Context: an optimization exercise on an open-source flow, tuned for small area. The choices shown serve that exercise and are no tape-out recipe. The RTL was checked by simulation tests, not by an equivalence proof against the original design. Power is estimated from default activity; no workload was simulated.

==> 06-10 <==
==> flow/design.v (excerpt) <==
module sdram_logger (
    input         clk,           
    input         rst_n,         
    input  [23:0] timestamp,     
    input  [79:0] geig_data,     
    input  [79:0] mag_data,      
    input         next_byte,     
    input  [15:0] sdram_dq_in,   
    output [15:0] sdram_dq_out,  
    output        sdram_dq_oe,   
    output [12:0] sdram_a,
    output [1:0]  sdram_ba,
    output        sdram_clk_en,
    output        sdram_cke,
    output        sdram_cs,
    output        sdram_ras,
    output        sdram_cas,
    output        sdram_we,
    output        sdram_dqml,
    output        sdram_dqmu,
    output [7:0]  byte_out       
);
clock: 14.0 ns
lec_check: 0
cap_margin: 0
cell_pad_in_sites_detail_placement: 0
cell_pad_in_sites_global_placement: 0
core_margin: 2
core_utilization: 80
slew_margin: 0
standard.sh (not shown) runs the stock make flow with config.mk's settings and CLKGATE_MAP_FILE= SYNTH_SCRIPT=/design/flow/synth_recipe.tcl, a recipe that flattens the netlist after the stock synthesis.
==> flow/flow/run.sh <==
#!/bin/bash
# The standard ORFS layout (standard.sh) with these changes:
#  - synthesis: ABC maps the logic with an area-oriented script (synth_area.tcl)
#  - input/output ports are buffered with buf_1
#  - clock tree built from small clock buffers, without dummy loads
# Each tool's output is in ./orfs/logs (ORFS) and ./standard.log (make).
set -uo pipefail
F=$(cd "$(dirname "$0")" && pwd)
export AREA_ABC_SCRIPT=$F/abc_area.script
CTS="-sink_clustering_enable -repair_clock_nets -dont_use_dummy_load -sink_clustering_size 18 -sink_clustering_max_diameter 64 -buf_list {sky130_fd_sc_hd__clkbuf_8}"
bash standard.sh \
  "SYNTH_SCRIPT=$F/synth_area.tcl" \
  'BUFFER_PORTS_ARGS=-buffer_cell sky130_fd_sc_hd__buf_1' \
  "CTS_ARGS=$CTS" \
  finish > standard.log 2>&1
==> flow/flow/abc_area.script <==
&get -n
&st
&dch
&nf -a -R 2000 -F 20 -A 40
&put
strash
dch
amap -F 20 -A 60
topo
dnsize -c
==> flow/flow/synth_area.tcl <==
# The standard flow's synthesis script (synth_recipe.tcl), with ABC's technology mapping
# run with an area-oriented script (abc_area.script beside this file) in place
# of ORFS's speed script. Registers are mapped before ABC and are unchanged.
proc synth {args} { yosys synth -nofsm -noshare {*}$args }
proc abc {args} {
  set i [lsearch -exact $args -script]
  if { $i >= 0 } { lset args [expr {$i + 1}] $::env(AREA_ABC_SCRIPT) }
  yosys abc {*}$args
}
source $::env(SCRIPTS_DIR)/synth.tcl
# left out here: clear keep_hierarchy, flatten, clean up, hide names made inside functions, write 1_2_yosys.v
==> inputs of 01-22, as changes to 06-10 <==
--- a/flow/design.v
+++ b/flow/design.v
@@ -8,13 +8,12 @@
 output NEXT_READ, NEXT_WRITE;
 output BUSY_HOLD;
 output OP_READ;
 output [15:0] WORD;
 reg [79:0] geig_prev;
 reg [79:0] mag_prev;
-reg prev_clr;          
 reg read_prev;
 reg [7:0] schedule;    
 reg [2:0] write_count;
 reg busy_hold;
 reg [15:0] word;
 reg [47:0] pend;
@@ -29,19 +28,17 @@
         if (s[1:0] == 2'b00) ins[1:0] = cmd;
         else if (s[3:2] == 2'b00) ins[3:2] = cmd;
         else if (s[5:4] == 2'b00) ins[5:4] = cmd;
         else ins[7:6] = cmd;
     end
 endfunction
-wire geig_chg = prev_clr ? (GEIG_DATA != 80'b0) : (geig_prev != GEIG_DATA);
-wire mag_chg = prev_clr ? (MAG_DATA != 80'b0) : (mag_prev != MAG_DATA);
 reg [7:0] s_ins;
 always @(*) begin
     s_ins = schedule;
-    if (geig_chg) s_ins = ins(s_ins, 2'b01);
-    if (mag_chg) s_ins = ins(s_ins, 2'b10);
+    if (geig_prev != GEIG_DATA) s_ins = ins(s_ins, 2'b01);
+    if (mag_prev != MAG_DATA) s_ins = ins(s_ins, 2'b10);
     if (READ_CMD && !read_prev) s_ins = ins(s_ins, 2'b11);
 end
 wire [1:0] head = s_ins[1:0];
 wire is_write = (head == 2'b01) || (head == 2'b10);
 wire is_read = (head == 2'b11);
 wire [79:0] src = head[0] ? GEIG_DATA : MAG_DATA;
@@ -51,18 +48,20 @@
 wire step1 = !busy_hold && !SDRAM_STATUS;   
 wire raw_eq = (READ_ADDR == WRITE_ADDR);
 assign NEXT_WRITE = is_write && !wdone && step3;
 assign NEXT_READ = is_read && step3;
 always @(posedge CLK_48MHZ or negedge RESET) begin
     if (!RESET) begin
-        prev_clr <= 1'b1;
+        geig_prev <= 80'b0;
+        mag_prev <= 80'b0;
         schedule <= 8'b0;
         write_count <= 3'b0;
         busy_hold <= 1'b0;
     end else begin
-        prev_clr <= 1'b0;
+        geig_prev <= GEIG_DATA;
+        mag_prev <= MAG_DATA;
         schedule <= s_ins;
         if (is_write) begin
             if (wdone) begin
                 write_count <= 3'd0;
                 schedule <= s_ins >> 2;
             end else if (step3) begin
@@ -80,35 +79,28 @@
             end else if (step1) begin
                 busy_hold <= 1'b1;
             end
         end
     end
 end
-always @(posedge CLK_48MHZ) begin
-    geig_prev <= GEIG_DATA;
-    mag_prev <= MAG_DATA;
+always @(posedge CLK_48MHZ)
     read_prev <= READ_CMD;
-end
-wire ld = is_write && !wdone && wc0;
-wire ld3 = ld && step3;              
-wire ld1 = ld && !step3 && step1;    
-wire sh = is_write && !wdone && !wc0 && step3;
-wire ld3g = ld3 && head[0], ld3m = ld3 && !head[0];
-wire ld1g = ld1 && head[0], ld1m = ld1 && !head[0];
-wire hold_w = !(ld3 || ld1 || sh);
-wire hold_p = !(ld3 || sh);
 always @(posedge CLK_48MHZ) begin
-    word <= ({16{ld3g}} & GEIG_DATA[31:16]) | ({16{ld3m}} & MAG_DATA[31:16]) |
-            ({16{ld1g}} & GEIG_DATA[15:0]) | ({16{ld1m}} & MAG_DATA[15:0]) |
-            ({16{sh}} & pend[15:0]) | ({16{hold_w}} & word);
-    pend[15:0] <= ({16{ld3g}} & GEIG_DATA[47:32]) | ({16{ld3m}} & MAG_DATA[47:32]) |
-                  ({16{sh}} & pend[31:16]) | ({16{hold_p}} & pend[15:0]);
-    pend[31:16] <= ({16{ld3g}} & GEIG_DATA[63:48]) | ({16{ld3m}} & MAG_DATA[63:48]) |
-                   ({16{sh}} & pend[47:32]) | ({16{hold_p}} & pend[31:16]);
-    pend[47:32] <= ({16{ld3g}} & GEIG_DATA[79:64]) | ({16{ld3m}} & MAG_DATA[79:64]) |
-                   ({16{!ld3}} & pend[47:32]);
+    if (is_write && !wdone) begin
+        if (step3) begin
+            if (wc0) begin
+                word <= src[31:16];
+                pend <= src[79:32];
+            end else begin
+                word <= pend[15:0];
+                pend[31:0] <= pend[47:16];
+            end
+        end else if (step1 && wc0) begin
+            word <= src[15:0];
+        end
+    end
 end
 endmodule
 module sdram_interface(CLK_48MHZ, RESET, TIMESTAMP, START, OP_READ, A_BANK, A_COL, A_ROW,
     SDRAM_DQ_IN, SDRAM_DQ_OE, SDRAM_A, SDRAM_BA, SDRAM_CLK_EN, SDRAM_CKE, SDRAM_CS,
     SDRAM_RAS, SDRAM_CAS, SDRAM_WE, SDRAM_DQM, STATUS, DATA_READ);
 input CLK_48MHZ;
@@ -129,20 +121,19 @@
 reg pu;             
 reg [3:0] c;
 reg cke_pu;         
 reg dqm;
 reg [1:0] ba;
 reg pwr_stabalize;
-reg [23:0] ts_cap;     
-reg ts_wait_prev;
+reg [23:0] ts_delay;
 reg [15:0] dread;
 wire acc = !pu && (c != 4'd0);
 wire ts_lt2 = (TIMESTAMP[23:1] == 23'b0);
 wire ts_lt4 = (TIMESTAMP[23:2] == 22'b0);
 wire c_wait = (c == 4'd3) || (c == 4'd10);
-wire ts_hit = (TIMESTAMP == ts_cap + 24'd1);
+wire ts_hit = (TIMESTAMP == ts_delay);
 wire last = OP_READ ? (c == 4'd12) : (c == 4'd9);
 assign STATUS = pu || (c != 4'd0);
 assign SDRAM_CLK_EN = pwr_stabalize;
 assign SDRAM_CS = 1'b0;
 assign SDRAM_CKE = pu ? cke_pu : (c != 4'd0);
 assign SDRAM_DQM = dqm;
@@ -163,12 +154,14 @@
         pu <= 1'b1;
         c <= 4'd0;
         cke_pu <= 1'b0;
         dqm <= 1'b0;
         ba <= 2'b00;
         pwr_stabalize <= 1'b0;
+        ts_delay <= 24'b0;
+        dread <= 16'b0;
     end else if (pu) begin
         if (ts_lt2) begin
             cke_pu <= 1'b0;
             dqm <= 1'b0;
         end else if (ts_lt4) begin
             pwr_stabalize <= 1'b1;
@@ -176,12 +169,13 @@
             dqm <= 1'b1;
         end else begin
             case (c)
                 4'd2: begin    
                     cke_pu <= 1'b0;
                     c <= 4'd3;
+                    ts_delay <= TIMESTAMP + 24'd1;
                 end
                 4'd3, 4'd10: begin
                     cke_pu <= ts_hit;
                     c <= ts_hit ? 4'd4 : 4'd10;
                 end
                 4'd7: begin    
@@ -207,25 +201,16 @@
         else c <= c + 4'd1;
         if (c == 4'd4) begin     
             ba <= A_BANK;
             dqm <= 1'b0;
         end
         if (OP_READ ? (c == 4'd11) : (c == 4'd8)) dqm <= 1'b1;
+        if (OP_READ && (c == 4'd7)) dread <= 16'b0;
+        if (OP_READ && (c == 4'd10)) dread <= SDRAM_DQ_IN;
     end
 end
-wire dr_clr = acc && OP_READ && (c == 4'd7);
-wire dr_cap = acc && OP_READ && (c == 4'd10);
-wire dr_keep = !(dr_clr || dr_cap);
-always @(negedge CLK_48MHZ or negedge RESET)
-    if (!RESET) dread <= 16'b0;
-    else dread <= ({16{dr_cap}} & SDRAM_DQ_IN) | ({16{dr_keep}} & dread);
-wire ts_wait = pu && c_wait;
-always @(posedge CLK_48MHZ) begin
-    ts_wait_prev <= ts_wait;
-    if (ts_wait && !ts_wait_prev) ts_cap <= TIMESTAMP;
-end
 endmodule
 module read_buffer( CLK_48MHZ,RESET,NEXT_BYTE,DATA_READ,ROW_WRITE,READ_CMD,BYTE_OUT);
 input CLK_48MHZ, RESET, NEXT_BYTE;
 input [15:0] DATA_READ;
 input [12:0] ROW_WRITE;
 output READ_CMD;
@@ -237,16 +222,12 @@
 reg [1:0] position;
 reg next_byte_prev;
 reg [7:0] lo, hi_a, hi_b;
 assign BYTE_OUT = byte_out;
 assign READ_CMD = read_cmd;
 wire run = (init_stage == 2'd0);
-wire nb = NEXT_BYTE && !next_byte_prev && run;
-wire nb_lo = nb && !position[0];
-wire nb_ha = nb && (position == 2'b01);
-wire nb_hb = nb && (position == 2'b11);
 wire enter = (init_stage == 2'd1) && (ROW_WRITE >= 13'd3);
 wire st2 = (init_stage == 2'd2) || enter;    
 wire fill = st2 && (init_wait < 9'd300);
 always @(posedge CLK_48MHZ or negedge RESET) begin
     if (!RESET) begin
         read_cmd <= 1'b0;
@@ -254,14 +235,21 @@
         byte_out <= 8'b0;
         next_byte_prev <= 1'b0;
         init_stage <= 2'd1;
         init_wait <= 9'd0;
     end else begin
         next_byte_prev <= NEXT_BYTE;
-        byte_out <= ({8{nb_lo}} & lo) | ({8{nb_ha}} & hi_a) | ({8{nb_hb}} & hi_b) | ({8{!nb}} & byte_out);
-        if (nb) position <= position + 2'b01;
+        if (NEXT_BYTE && !next_byte_prev && run) begin
+            case (position)
+                2'b00: byte_out <= lo;
+                2'b01: byte_out <= hi_a;
+                2'b10: byte_out <= lo;
+                default: byte_out <= hi_b;
+            endcase
+            position <= position + 2'b01;
+        end
         if (run) read_cmd <= !position[0];
         if (enter) begin
             read_cmd <= 1'b1;
             init_stage <= 2'd2;
         end
         if (st2) begin
@@ -290,30 +278,28 @@
 output [8:0] COL_WRITE_OUT;
 output [12:0] ROW_WRITE_OUT;
 reg [23:0] current_count;
 assign BA_WRITE_OUT = current_count[23:22];
 assign COL_WRITE_OUT = current_count[21:13];
 assign ROW_WRITE_OUT = current_count[12:0];
-wire [24:0] carry = {carry[23:0] & current_count, NEXT};
 always @(posedge CLK or negedge RESET)
     if (!RESET) current_count <= 24'b0;
-    else current_count <= current_count ^ carry[23:0];
+    else current_count <= current_count + {23'b0, NEXT};
 endmodule
 module read_address_traversal( CLK,RESET,NEXT, BA_READ_OUT, ROW_READ_OUT,COL_READ_OUT );
 input CLK, NEXT, RESET;
 output [1:0] BA_READ_OUT;
 output [8:0] COL_READ_OUT;
 output [12:0] ROW_READ_OUT;
 reg [23:0] current_count;
 assign BA_READ_OUT = current_count[23:22];
 assign COL_READ_OUT = current_count[21:13];
 assign ROW_READ_OUT = current_count[12:0];
-wire [24:0] carry = {carry[23:0] & current_count, NEXT};
 always @(posedge CLK or negedge RESET)
     if (!RESET) current_count <= 24'b0;
-    else current_count <= current_count ^ carry[23:0];
+    else current_count <= current_count + {23'b0, NEXT};
 endmodule
 module sdram_logger (
     input         clk,           
     input         rst_n,         
     input  [23:0] timestamp,     
     input  [79:0] geig_data,     
==> flow/run.sh (new file) <==
#!/bin/bash
# synth_recipe.tcl (not shown) runs the flow's synth.tcl, then flattens the netlist and writes it again
# the make line also repeats each setting of config.mk as NAME=value (left out here)
make -C /OpenROAD-flow-scripts/flow DESIGN_CONFIG=/design/flow/config.mk WORK_HOME=/design/flow/orfs CLKGATE_MAP_FILE= SYNTH_SCRIPT=/design/flow/synth_recipe.tcl finish
- CAP_MARGIN: 0 -> 20
- CELL_PAD_IN_SITES_DETAIL_PLACEMENT: 0 -> unset
- CELL_PAD_IN_SITES_GLOBAL_PLACEMENT: 0 -> unset
- CORE_UTILIZATION: 80 -> 40
- CTS_BUF_LIST: unset -> sky130_fd_sc_hd__clkbuf_4
- SLEW_MARGIN: 0 -> 20
removed: flow/flow/run.sh
removed: flow/flow/abc_area.script
removed: flow/flow/synth_area.tcl
removed: flow/standard.sh
==> notes.md <==
                                                                                                 06-10                            01-22
Clock sink count                                                                                   384                              382
Switching part of the total power                                                                34.0%                            32.9%
Filler cells                                                                                       935                             4100
Run status                                                                              finished clean                   finished clean
Top sig layer                                                                                     met4                             met5
Depth of the CTS H-tree                                                                              1                                3
Setup slack after layout                                                                      0.917 ns                         0.940 ns
Leading cell type in the layout, fill and taps excluded                                          buf_1                  clkdlybuf4s50_1
Met2 track utilization from global routing                                                       65.5%                            34.3%
Fraction of cell area in non-clock buffers                                                       5.78%                            11.6%
Number of well taps                                                                                265                              592
Power in combinational cells                                                                  0.658 mW                         0.986 mW
DR WL/cell                                                                                     19.7 um                          19.7 um
Source of the worst hold timing path                                            read_buffer_0.read_cmd  sdram_interface_0.pwr_stabalize
Area after DPL                                                                              16900 um^2                       20900 um^2
Multi-input gate area in the final layout                                                    6380 um^2                        7460 um^2
Relative contribution of the clock network to total power                                        18.5%                            30.8%
Pwr dens                                                                                   152 nW/um^2                      159 nW/um^2
Count of flip-flops with a built-in enable after synthesis                                          48                               88
Via-to-Cell Ratio                                                                                 6.62                             5.08
Worst Setup EP                                              read_address_traversal_0.current_count[22]                       sdram_a[2]
Sequential share of cell area                                                                    50.5%                            44.7%
Complex-gate fraction of the synthesized area                                                    17.6%                            8.67%
Maximum resistive drop on vdd                                                                 0.126 mV                        0.0742 mV
Non-clock inverters                                                                                130                               23
Final Wtd Congestion                                                                              1.06                            0.877
